Background: an optimization exercise with open tools, aiming at small area, a short achievable clock period and few clock cycles. Do not read the settings as production practice.
In this exercise RTL edits were held to simulation tests only and were not proved equivalent to the original.
Power is estimated from default activity; no workload was simulated.

<file path="design.v">
module cache(
    input  wire         clk,
    input  wire         resetn,
    input  wire         valid,
    input  wire         op,
    input  wire [ 2: 0] index,
    input  wire [24: 0] tag,
    input  wire [ 3: 0] offset,
    input  wire [ 3: 0] wstrb,
    input  wire [31: 0] wdata,
    output wire         addr_ok,
    output wire         data_ok,
    output wire [31: 0] rdata,
    output wire         rd_req,
    output wire [ 2: 0] rd_type,
    output wire [31: 0] rd_addr,
    input  wire         rd_rdy,
    input  wire         ret_valid,
    input  wire         ret_last,
    input  wire [31: 0] ret_data,
    output wire         wr_req,
    output wire [ 2: 0] wr_type,
    output wire [31: 0] wr_addr,
    output wire [ 3: 0] wr_wstrb,
    output wire [127:0] wr_data,
    input  wire         wr_rdy
);
reg  [24:0] tag_mem  [0:15];
reg  [15:0] vld;
reg  [15:0] drt;
reg  [ 7:0] lru;                 
wire [31:0] data_mem [0:63];
reg        r_done;               
reg        r_wait;               
reg        r_onrf;               
reg        r_op;
reg [ 2:0] r_index;
reg [24:0] r_tag;
reg [ 1:0] r_word;
reg [ 3:0] r_wstrb;
reg [31:0] r_wdata;
reg        r_way;                
reg [31:0] rdata_q;
reg         pend;                
reg         p_wb;                
reg         wb_stale;            
reg         wrdy_q;              
reg [127:0] wb_buf;
reg [ 24:0] wb_tag;
reg         burst;               
reg         rf;                  
reg         f_way;
reg [  2:0] f_index;
reg [  1:0] f_cnt;               
reg [  1:0] a_cnt;               
reg         rq_valid;            
reg [ 31:0] rq_data;
wire st_now = r_done & r_op;     
wire [ 1:0] iw   = offset[3:2];
wire [ 2:0] sidx = pend ? r_index : index;       
wire [24:0] t0 = tag_mem[{1'b0, sidx}];
wire [24:0] t1 = tag_mem[{1'b1, sidx}];
wire v0 = vld[{1'b0, sidx}];
wire v1 = vld[{1'b1, sidx}];
wire m0 = v0 & (t0 == tag);
wire m1 = v1 & (t1 == tag);
wire hit = m0 | m1;
wire rf_set  = rf & (f_index == sidx);
wire onrf    = rf_set & hit & (m1 == f_way);
wire beat    = burst & ret_valid;
wire in_arr  = iw < f_cnt;
wire in_rq   = rq_valid & (iw == f_cnt);
wire arr_now = beat & (iw == a_cnt);
wire avail   = ~onrf | in_arr | in_rq | arr_now;
wire collide = op & ~onrf & beat & (a_cnt == iw);
wire l_done  = hit & avail & ~collide;
wire l_onrf  = hit & ~avail;
wire vsel   = rf_set ? ~f_way : (~v0 ? 1'b0 : (~v1 ? 1'b1 : lru[sidx]));
wire vdirty = vsel ? (v1 & drt[{1'b1, sidx}]) : (v0 & drt[{1'b0, sidx}]);
wire stale  = st_now & (r_index == sidx) & (r_way == vsel);
wire [127:0] line0 = {data_mem[{1'b0, sidx, 2'd3}], data_mem[{1'b0, sidx, 2'd2}],
                      data_mem[{1'b0, sidx, 2'd1}], data_mem[{1'b0, sidx, 2'd0}]};
wire [127:0] line1 = {data_mem[{1'b1, sidx, 2'd3}], data_mem[{1'b1, sidx, 2'd2}],
                      data_mem[{1'b1, sidx, 2'd1}], data_mem[{1'b1, sidx, 2'd0}]};
wire [31:0] a0 = line0[iw*32 +: 32];
wire [31:0] a1 = line1[iw*32 +: 32];
wire rqf0 = rq_valid & ~f_way & (f_index == sidx) & (f_cnt == iw);
wire rqf1 = rq_valid &  f_way & (f_index == sidx) & (f_cnt == iw);
wire stf0 = st_now & ~r_way & (r_index == sidx) & (r_word == iw);
wire stf1 = st_now &  r_way & (r_index == sidx) & (r_word == iw);
wire [31:0] b0 = rqf0 ? rq_data : a0;
wire [31:0] b1 = rqf1 ? rq_data : a1;
wire [31:0] s0, s1;
genvar gb;
generate
for (gb = 0; gb < 4; gb = gb + 1) begin : fwd
    assign s0[gb*8 +: 8] = (stf0 & r_wstrb[gb]) ? r_wdata[gb*8 +: 8] : b0[gb*8 +: 8];
    assign s1[gb*8 +: 8] = (stf1 & r_wstrb[gb]) ? r_wdata[gb*8 +: 8] : b1[gb*8 +: 8];
end
endgenerate
wire [31:0] l_rdata = (r_wait | onrf & arr_now) ? ret_data : (m1 ? s1 : s0);
wire r_beat = beat & (a_cnt == r_word);
wire w_done = r_onrf ? r_beat : (~pend & ~r_beat);      
wire acc = valid & ~r_wait;
assign addr_ok  = ~r_wait;
assign data_ok  = r_done;
assign rdata    = rdata_q;
assign wr_req   = pend & p_wb & ~wb_stale;
assign rd_req   = pend & ~burst & (~p_wb | (wrdy_q & ~wb_stale));
assign rd_type  = 3'b100;
assign rd_addr  = {r_tag, r_index, 4'd0};
assign wr_type  = 3'b100;
assign wr_wstrb = 4'b1111;
assign wr_addr  = {wb_tag, r_index, 4'd0};
assign wr_data  = wb_buf;
wire wb_take = wr_req & wr_rdy;
wire rd_take = rd_req & rd_rdy;
always @(posedge clk) begin
    if (!resetn) begin
        r_done <= 1'b0;
        r_wait <= 1'b0;
        r_onrf <= 1'b0;
    end else if (acc) begin
        r_done <= l_done;
        r_wait <= ~l_done;
        r_onrf <= l_onrf;
    end else if (r_wait) begin
        if (rd_take)
            r_onrf <= 1'b1;
        if (w_done) begin
            r_done <= 1'b1;
            r_wait <= 1'b0;
            r_onrf <= 1'b0;
        end
    end else begin
        r_done <= 1'b0;
    end
end
always @(posedge clk) begin
    if (acc) begin
        r_op    <= op;
        r_index <= index;
        r_tag   <= tag;
        r_word  <= iw;
        r_wstrb <= wstrb;
        r_wdata <= wdata;
        r_way   <= hit ? m1 : vsel;
    end
end
always @(posedge clk) begin
    rdata_q <= l_rdata;
end
always @(posedge clk) begin
    wb_buf <= (pend ? r_way : vsel) ? line1 : line0;
    wb_tag <= (pend ? r_way : vsel) ? t1 : t0;
    rq_data <= ret_data;
end
always @(posedge clk) begin
    if (!resetn) begin
        pend     <= 1'b0;
        p_wb     <= 1'b0;
        wb_stale <= 1'b0;
        wrdy_q   <= 1'b0;
        burst    <= 1'b0;
        rf       <= 1'b0;
        f_way    <= 1'b0;
        f_index  <= 3'd0;
        f_cnt    <= 2'd0;
        a_cnt    <= 2'd0;
        rq_valid <= 1'b0;
    end else begin
        wrdy_q   <= wr_rdy & ~wb_take;
        wb_stale <= acc & ~hit & stale;
        rq_valid <= beat;
        if (beat) begin
            a_cnt <= a_cnt + 2'd1;
            if (ret_last)
                burst <= 1'b0;
        end
        if (rq_valid) begin
            f_cnt <= f_cnt + 2'd1;
            if (f_cnt == 2'd3)
                rf <= 1'b0;
        end
        if (acc & ~hit) begin
            pend <= 1'b1;
            p_wb <= vdirty;
        end
        if (wb_take)
            p_wb <= 1'b0;
        if (rd_take) begin
            pend    <= 1'b0;
            burst   <= 1'b1;
            rf      <= 1'b1;
            f_way   <= r_way;
            f_index <= r_index;
            f_cnt   <= 2'd0;
            a_cnt   <= 2'd0;
        end
    end
end
always @(posedge clk) begin
    if (rd_take)
        tag_mem[{r_way, r_index}] <= r_tag;
end
always @(posedge clk) begin
    if (!resetn) begin
        vld <= 16'd0;
        lru <= 8'd0;
    end else begin
        if (rd_take)
            vld[{r_way, r_index}] <= 1'b1;
        if (acc)
            lru[index] <= hit ? ~m1 : ~vsel;
    end
end
always @(posedge clk) begin
    if (rd_take)
        drt[{r_way, r_index}] <= 1'b0;
    else if (acc & op & l_done)
        drt[{m1, index}] <= 1'b1;
    else if (r_wait & r_op & w_done)
        drt[{r_way, r_index}] <= 1'b1;
end
genvar gw, gs, gj;
generate
for (gj = 0; gj < 4; gj = gj + 1) begin : lane
    wire rq_here = rq_valid & (f_cnt == gj);
    wire st_here = st_now & (r_word == gj);
    wire [31:0] bus;
    for (gb = 0; gb < 4; gb = gb + 1) begin : bb
        assign bus[gb*8 +: 8] = (st_here & r_wstrb[gb]) ? r_wdata[gb*8 +: 8] : rq_data[gb*8 +: 8];
    end
    for (gw = 0; gw < 2; gw = gw + 1) begin : way
        for (gs = 0; gs < 8; gs = gs + 1) begin : set
            wire fill = rq_here & (f_way == gw) & (f_index == gs);
            wire st   = st_here & (r_way == gw) & (r_index == gs);
            reg [31:0] q;
            assign data_mem[gw*32 + gs*4 + gj] = q;
            for (gb = 0; gb < 4; gb = gb + 1) begin : bl
                always @(posedge clk) begin
                    if (fill | st & r_wstrb[gb])
                        q[gb*8 +: 8] <= bus[gb*8 +: 8];
                end
            end
        end
    end
end
endgenerate
endmodule
</file>
<file path="run.sh">
#!/bin/bash
# synth_recipe.tcl (not shown) runs the flow's synth.tcl, then flattens the netlist and writes it again
# the make line also repeats each setting of config.mk as NAME=value (left out here)
make -C /OpenROAD-flow-scripts/flow DESIGN_CONFIG=/design/flow/config.mk WORK_HOME=/design/flow/orfs CLKGATE_MAP_FILE= SYNTH_SCRIPT=/design/flow/synth_recipe.tcl finish
</file>
<file path="config.mk">
export PLATFORM = sky130hd
export DESIGN_NAME = cache
export DESIGN_NICKNAME = cache
export VERILOG_FILES = /design/flow/design.v
export SDC_FILE = /design/flow/constraint.sdc
export NUM_CORES = 4
export LEC_CHECK = 0
export CAP_MARGIN = 20
export CORE_MARGIN = 2
export CORE_UTILIZATION = 40
export SETUP_SLACK_MARGIN = 4.5
export SLEW_MARGIN = 20
</file>
<file path="constraint.sdc">
create_clock -name core_clock -period 8.0 [get_ports {clk}]
set_input_delay 1.6000 -clock core_clock [delete_from_list [all_inputs] [get_ports {clk}]]
set_output_delay 1.6000 -clock core_clock [all_outputs]
set_load 0.01 [all_outputs]
</file>
==> flow_summary.yaml <==
floorplanning:
  core_region_area_mm2: 0.276
  pin_count: 346
  die_y_um: 530
  rows: 193
  dieArea_mm2: 0.281
  initial_core_util: 0.401
  die_w_um: 530
timing:
  period_needed_ns: 4.36
  slew_headroom: 0.171
  hold_slack_ns: 0.461
  fmax_mhz: 229
  finalCritPeriodShare: 0.545
  hold_violations: 0
  rsz0062_at_grt: "true"
  slew_viol_final: 0
  totalNegativeSetupSlack_ns: 0
  setup_violations: 0
  finClkSkew_ns: 0.0743
  worst_slew_pin_slew_ns: 1.24
layout:
  finalNetCount: 8050
  drive_above_1_share: 0.254
  area_delta_synth_final_pct: 26.7
  fin_util: 0.508
synth:
  synth_seq_area_share: 0.734
  ys.flop_type: "edfxtp_1"
  synth_area_mm2: 0.111
  synth-edff-count: 2532
  synth_async_sr_flop_share: 0
  syn_inst: 7016
  synth_cell_types: 91
  yosysWarningCount: 1
  ys_ff_latch: 2791
  synth_area_per_cell_um2: 15.8
clock_network:
  htree_num_levels: 5
  clk_pin_slew_worst_paths_ns: 0.06
  clockRootBuffer: "clkbuf_16"
  cts_buffers: 299
  cts_tree: "built"
  clkLatencyLatePin_ns: 0.95
  numClockSinks: 2791
  clockBufferDepth: 4
critical_path:
  end_kind: "flip-flop"
  critPathMaxFanout: 10
  crit_type: "in -> reg"
  required_ns: 8.80
  start_kind: "primary input"
  critPathArrivalTime_ns: 5.16
  rr_worst_depth: 17
power:
  p_sw_uw: 9560
  intPower_uw: 26600
  pwr-share-seq: 0.454
  p_per_area_mw_per_mm2: 258
  peakVddDrop_mv: 0.180
  p_comb_frac: 0.156
  power.share.clock: 0.390
  sw_frac_of_total: 0.264
  p_leak_uw: 0.0470
drt:
  drt_iter0_markers: 14000
  drt_pass1_iterations: 9
  drc: 0
  vias_per_cell: 6.65
  ant_nets: 0
  vias: 79200
  wl_um: 462000
  wl_per_cell_um: 38.8
run_status:
  status: "complete, no violations"
placed_design:
  place.gp.congestion: 0.976
  dp_hpwl_um: 263000
  port_buffers: 325
flow_run:
  cap_violations: 0
global_route:
  grt_pass1_wl_um: 609000
  grt_pass1_vias: 73200
  grt_max_degree: 92
  grt_usage: 0.314
  grt_overflow: 0
  antenna_found_initial: 45
worst_hold_path:
  whs_path_depth: 2
  hold_path.class: "reg -> reg"
synth_stat cells (54+ instances only):
| cell type | count | share of area |
|---|---|---|
| a222oi_1 | 97 | 0.0088 |
| o221ai_1 | 54 | 0.0043 |
| mux2_2 | 137 | 0.014 |
| clkbuf_1 | 175 | 0.0059 |
| a21o_1 | 132 | 0.0090 |
| o21ai_0 | 292 | 0.013 |
| dfxtp_1 | 259 | 0.047 |
| and3_1 | 92 | 0.0052 |
| nor2_1 | 294 | 0.010 |
| buf_2 | 229 | 0.010 |
| a22oi_1 | 608 | 0.041 |
| edfxtp_1 | 2532 | 0.69 |
| a22o_1 | 122 | 0.0097 |
| nand3_1 | 69 | 0.0031 |
| and4_1 | 62 | 0.0049 |
| o21a_1 | 60 | 0.0041 |
| a221oi_1 | 181 | 0.014 |
| nand2_1 | 283 | 0.0096 |
| buf_1 | 56 | 0.0019 |
| o22ai_1 | 117 | 0.0066 |
| mux4_2 | 60 | 0.012 |
| buf_4 | 62 | 0.0042 |
| mux2i_1 | 215 | 0.019 |
| a21oi_1 | 159 | 0.0072 |
area by class of cell:
cell class                      count  area (um2)
Fill cell                       22300      136000
Sequential cell                  2791       81200
Multi-Input combinational cell   3686       31000
Timing Repair Buffer             1111       13200
Clock buffer                      392        8260
Tap cell                         3705        4640
Clock inverter                    155        1620
Inverter                           36         171
Antenna cell                       33        82.6
state kept, by name (all words and copies together), names as in the netlist, 3 cells and up:
register        count
tag_mem           400
wb_buf            128
r_wdata            32
r_wstrb             4
lane.way.set.q   2048
drt                16
lru                 8
f_index             3
rq_data            32
wb_tag             25
rdata_q            32
vld                16
r_index             3
r_tag              25
through the flow:
stage / power [uW] / cells / area, um2 / setup WS, ns
6_report: 36200 / 11900 / 140000 / 3.64
3_3_place_gp: 20700 / 10900 / 119000 / 1.15
5_1_grt: 36800 / 11900 / 140000 / 3.68
2_1_floorplan: 18600 / 7032 / 111000 / 3.46
3_5_place_dp: 20700 / 10900 / 119000 / 1.16
4_1_cts: 35700 / 11800 / 138000 / 3.84
cells in the final DEF, fill, tap and decap left out, types with 45 or more instances in the layout:
master           instances
a21o_1                  73
a21o_2                  58
a21oi_1                114
a221oi_1               169
a222oi_1                97
a22o_1                 121
a22oi_1                606
and3_1                  85
and4_1                  55
buf_12                 101
buf_16                  72
buf_4                  475
buf_6                   74
clkbuf_1                56
clkbuf_16              317
clkdlybuf4s50_1        281
clkinv_1                45
clkinv_2                47
dfxtp_1                243
edfxtp_1              2532
mux2_2                 133
mux2i_1                110
mux2i_4                 78
mux4_2                  60
nand2_1                269
nand3_1                 64
nor2_1                 211
nor2_4                  60
o21a_1                  59
o21ai_0                210
o21ai_1                 54
o22ai_1                 89
critical path, cell delays in order:
cell	delay (ns)
buf_16	0.14
nor3b_4	0.34
nor2_4	0.11
buf_4	0.18
bufbuf_16	0.30
o221ai_1	0.18
o22a_1	0.26
xnor2_1	0.15
nor4_1	0.35
nand4_1	0.23
nor2_4	0.28
a31oi_4	0.19
buf_12	0.17
buf_12	0.13
clkbuf_16	0.18
clkbuf_16	0.18
nor2_1	0.10
a21oi_1	0.05
what timing repair did:
item,in CTS,in global routing
hold buffers,0,0
pin swaps,87,93
gates cloned,73,16
endpoints found under the setup margin,1429,878
gates resized for setup,784,319
setup buffers,308,77
power by group through the flow:
stage	logic, uW	registers (uW)	clock network [uW]
after floorplan	1840	16800	0
after global placement	3930	16700	0
after detailed placement	3950	16800	0
after CTS	5150	16400	14100
after global routing	5740	16400	14700
final	5660	16400	14100
per-layer routing:
layer / vias up / global-route usage / part of all wire
met4: 30 / 0.155 / 0.058
met2: 6971 / 0.458 / 0.43
met5: - / 0 / 0.00044
met3: 1449 / 0.103 / 0.15
met1: 40200 / 0.420 / 0.36
li1: 30600 / - / -
worst paths after layout:
path                                           from                  end  slack (ns)
worst max register to register    pend$_SDFFE_PP0P_  rdata_q[27]$_DFF_P_        3.66
worst min register to register  lru[2]$_SDFFE_PN0P_  lru[2]$_SDFFE_PN0P_        0.46
worst max-delay path                       index[0]  rdata_q[20]$_DFF_P_        3.64
worst min-delay path            lru[2]$_SDFFE_PN0P_  lru[2]$_SDFFE_PN0P_        0.46
cells by family after synthesis:
| kind of cell | after synthesis | synth area share |
|---|---|---|
| XOR/XNOR | 71 | 0.00569 |
| buffers and inverters | 564 | 0.0242 |
| AND/OR/NAND/NOR | 1029 | 0.0464 |
| AO/OA/AOI/OAI | 2129 | 0.142 |
| other | 2 | 0.0000679 |
| flip-flops | 2791 | 0.734 |
| adder cells (fa/ha/maj) | 17 | 0.00192 |
| multiplexers | 413 | 0.0457 |
Testbench counts, summed over its fixed seeds: cycles 96,078.

port drivers added, routing unchanged:
No port has a modelled driver above. Below, the same layout with a new extraction and two added sets of constraints.
Step 1 (the two cells are an assumption about what drives the block):
set clk [get_ports {clk}]
set_driving_cell -lib_cell sky130_fd_sc_hd__clkbuf_16 $clk
set_driving_cell -lib_cell sky130_fd_sc_hd__buf_2 [delete_from_list [all_inputs] $clk]
Step 2 also shifts input and output timing later by t, the mid clock arrival at the registers, as if the neighbouring blocks saw the same clock.
Three values: ideal, step 1, step 2; two values: the first two.
t, ns: 1.023
slack for setup (ns): 3.643 / 3.407 / 2.383
worst setup path at the end: input to register
After both steps this run still meets setup and hold. For this run, drivers alone change the setup slack by -0.236 ns; drivers and shift together by -1.260 ns.
